Context: an optimization exercise on an open-source flow, tuned for small area and a short achievable clock period. The choices shown serve that exercise and are no tape-out recipe.
Where RTL was checked, it was by simulation tests only, not by an equivalence proof against the original.
No activity file was given, so power comes from the tool's default toggle rates.

the reference run:
==> module float_adder, before the edit <==
module float_adder(a, b, z);
input [31:0] a, b;
output [31:0] z;
wire [23:0] x, y;
wire cin, sa, snov;
wire [7:0] emax;
fadd_align u_align(.a(a), .b(b), .x(x), .y(y), .cin(cin), .emax(emax), .sa(sa),
                   .snov(snov));
fadd_sum u_sum(.x(x), .y(y), .cin(cin), .emax(emax), .sa(sa), .snov(snov), .z(z));
endmodule
clock: 8.5 ns
lec_check: 0
cap_margin: 20
core_margin: 2
core_utilization: 55
setup_slack_margin: 3
slew_margin: 20
standard.sh (not shown) runs the stock make flow with config.mk's settings and CLKGATE_MAP_FILE= SYNTH_SCRIPT=/design/flow/synth_recipe.tcl, a recipe that flattens the netlist after the stock synthesis.
==> flow/flow/run.sh <==
#!/bin/bash
# Standard ORFS layout (the standard.sh), with the I/O port buffers made
# from small buf_2 cells instead of the default clkdlybuf4s50_1 delay cells.
set -euo pipefail
export BUFFER_PORTS_ARGS="-buffer_cell sky130_fd_sc_hd__buf_2"
bash standard.sh > standard_flow.log 2>&1
Modified inputs, the trial run compared to the reference run
-- flow/design.v --
<<< the reference run, line 36
assign z = {s[24] ? sa : snov, emax, s[22:0]};
endmodule
module float_adder(a, b, z);
input [31:0] a, b;
output [31:0] z;
wire [23:0] x, y;
wire cin, sa, snov;
wire [7:0] emax;
fadd_align u_align(.a(a), .b(b), .x(x), .y(y), .cin(cin), .emax(emax), .sa(sa),
                   .snov(snov));
fadd_sum u_sum(.x(x), .y(y), .cin(cin), .emax(emax), .sa(sa), .snov(snov), .z(z));
endmodule
module fadd_top(clk, a, b, z);
input clk;
>>> the trial run, line 36
assign z = {s[24] ? sa : snov, emax, s[22:0]};
endmodule
module fadd_top(clk, a, b, z);
input clk;
## What came out
- Summary of the trial run over the reference run: sequential cell count has remained practically unchanged; internal power component has remained practically unchanged; routed wire length has remained practically unchanged; number of I/O port buffers has remained practically unchanged.
- Re total setup buffers inserted after CTS: no difference whatsoever between the reference run and the trial run.
- The reference run → the trial run: count of buffers not belonging to the clock network in the layout neither gained nor lost much, shortest period the worst path allows flat, aggregate global-route resource usage barely changed.
- Re area of the multi-input gates: no difference whatsoever between the trial run and the reference run.
- The reference run -> the trial run: final setup violation count delta 0, exact match
- Slack of the critical path delta (the trial run -> the reference run): insignificant
- Comparing the reference run against the trial run, there is no change at all in first-iteration DRC count.
No functional check of the RTL was part of the trial run.


Another version of the RTL of fadd_top (not shown whole).
For scale: roughly 59 flip-flops, roughly 5400 µm² of cells after synthesis.
==> module fadd_align, before the edit <==
module fadd_align(a, b, x, y, cin, emax, sa, snov);
input [31:0] a, b;
output [23:0] x, y;
output cin;
output [7:0] emax;
output sa;
output snov;
wire [7:0] ea = a[30:23];
wire [7:0] eb = b[30:23];
wire [7:0] g0 = eb & ~ea;
wire [7:0] e0 = ~(ea ^ eb);
wire [3:0] g1, e1;
wire [1:0] g2, e2;
genvar i;
generate for (i = 0; i < 4; i = i + 1) begin : c1
  assign g1[i] = g0[2*i+1] | (e0[2*i+1] & g0[2*i]);
  assign e1[i] = e0[2*i+1] & e0[2*i];
end endgenerate
generate for (i = 0; i < 2; i = i + 1) begin : c2
  assign g2[i] = g1[2*i+1] | (e1[2*i+1] & g1[2*i]);
  assign e2[i] = e1[2*i+1] & e1[2*i];
end endgenerate
wire b_gt = g2[1] | (e2[1] & g2[0]);
wire eq = e2[1] & e2[0];
wire [7:0] dab = ea - eb;
wire [7:0] dba = eb - ea;
wire [7:0] d = b_gt ? dba : dab;
wire [22:0] fl = b_gt ? b[22:0] : a[22:0];
wire [22:0] fs = b_gt ? a[22:0] : b[22:0];
wire sl = b_gt ? b[31] : a[31];
wire ss = b_gt ? a[31] : b[31];
assign emax = b_gt ? eb : ea;
wire big = |d[7:5];
wire [23:0] m0 = {1'b1, fs};
wire [23:0] t0 = d[0] ? {1'd0, m0[23:1]} : m0;
wire [23:0] t1 = d[1] ? {2'd0, t0[23:2]} : t0;
wire [23:0] t2 = d[2] ? {4'd0, t1[23:4]} : t1;
wire [23:0] t3 = d[3] ? {8'd0, t2[23:8]} : t2;
wire [23:0] t4 = d[4] ? {16'd0, t3[23:16]} : t3;
wire [23:0] S = big ? 24'd0 : t4;
wire szero = (d >= 8'd24);
assign cin = ss;
wire [22:0] orp;   
assign orp[0] = fl[0];
generate for (i = 1; i < 23; i = i + 1) begin : po
  assign orp[i] = orp[i-1] | fl[i];
end endgenerate
assign x[0] = fl[0];
assign x[22:1] = fl[22:1] ^ ({22{sl}} & orp[21:0]);
assign x[23] = ~(sl & orp[22]);
assign y = S ^ {24{ss}};
assign snov = eq ? (a[31] ^ b[31]) : sl;
assign sa = (szero & ss) ? snov : a[31];
endmodule
export LEC_CHECK = 0
export ABC_AREA = 1
export CAP_MARGIN = 20
export CORE_MARGIN = 2
export CORE_UTILIZATION = 55
export SETUP_SLACK_MARGIN = 3.5
export SLEW_MARGIN = 20
create_clock -name core_clock -period 8.5 [get_ports {clk}]
==> flow/flow/run.sh <==
#!/bin/bash
# Standard ORFS layout (the standard.sh), with the I/O port buffers made
# from small buf_1 cells instead of the default clkdlybuf4s50_1 delay cells.
set -euo pipefail
export BUFFER_PORTS_ARGS="-buffer_cell sky130_fd_sc_hd__buf_1"
bash standard.sh > standard_flow.log 2>&1
==> next run, changes <==
--- a/flow/design.v
+++ b/flow/design.v
@@ -30,10 +30,12 @@
 wire sl = b_gt ? b[31] : a[31];
 wire ss = b_gt ? a[31] : b[31];
 assign emax = b_gt ? eb : ea;
 wire big = |d[7:5];
-wire [23:0] m0 = {1'b1, fs};
-wire [23:0] t0 = d[0] ? {1'd0, m0[23:1]} : m0;
+wire d0 = ea[0] ^ eb[0];
+wire [23:0] ma0 = d0 ? {1'b0, 1'b1, a[22:1]} : {1'b1, a[22:0]};
+wire [23:0] mb0 = d0 ? {1'b0, 1'b1, b[22:1]} : {1'b1, b[22:0]};
+wire [23:0] t0 = b_gt ? ma0 : mb0;
 wire [23:0] t1 = d[1] ? {2'd0, t0[23:2]} : t0;
 wire [23:0] t2 = d[2] ? {4'd0, t1[23:4]} : t1;
 wire [23:0] t3 = d[3] ? {8'd0, t2[23:8]} : t2;
 wire [23:0] t4 = d[4] ? {16'd0, t3[23:16]} : t3;
Cell count rose by 1.4%; setup slack is better by 0.052 ns; synthesized cell count rose by 3.5%; die area rose by 3.8%; clock power fell by 13%; via count hardly moves.
Only the layout flow was run in the second run of this note; the RTL was not checked for function there.

-- port drivers added, routing unchanged --
How much do the figures lean on ideal ports? The routed layouts below were timed once more, with nothing changed but the port constraints.
Step 1 assumes that a clkbuf_16 drives the clock port and a buf_2 every other input.
Step 2 times the ports against the registers' clock, not the clock port: input delays grow and output delays shrink by t, the midpoint of the rising clock arrivals with the driver on.
Slacks: ideal / step 1 / step 2; pairs: ideal / step 1.
run | t (ns) | setup slack, ns | hold slack, ns
the reference run | 0.383 | 3.258 / 3.261 / 2.890 | 1.548 / 1.530 / 1.913
the trial run | 0.383 | 3.258 / 3.261 / 2.890 | 1.548 / 1.530 / 1.913
the first run of note 2 | 0.380 | 3.640 / 3.607 / 3.425 | 1.602 / 1.595 / 1.975
the second run of note 2 | 0.377 | 3.692 / 3.656 / 3.429 | 1.617 / 1.602 / 1.979
After both steps setup and hold are still met in every run listed.
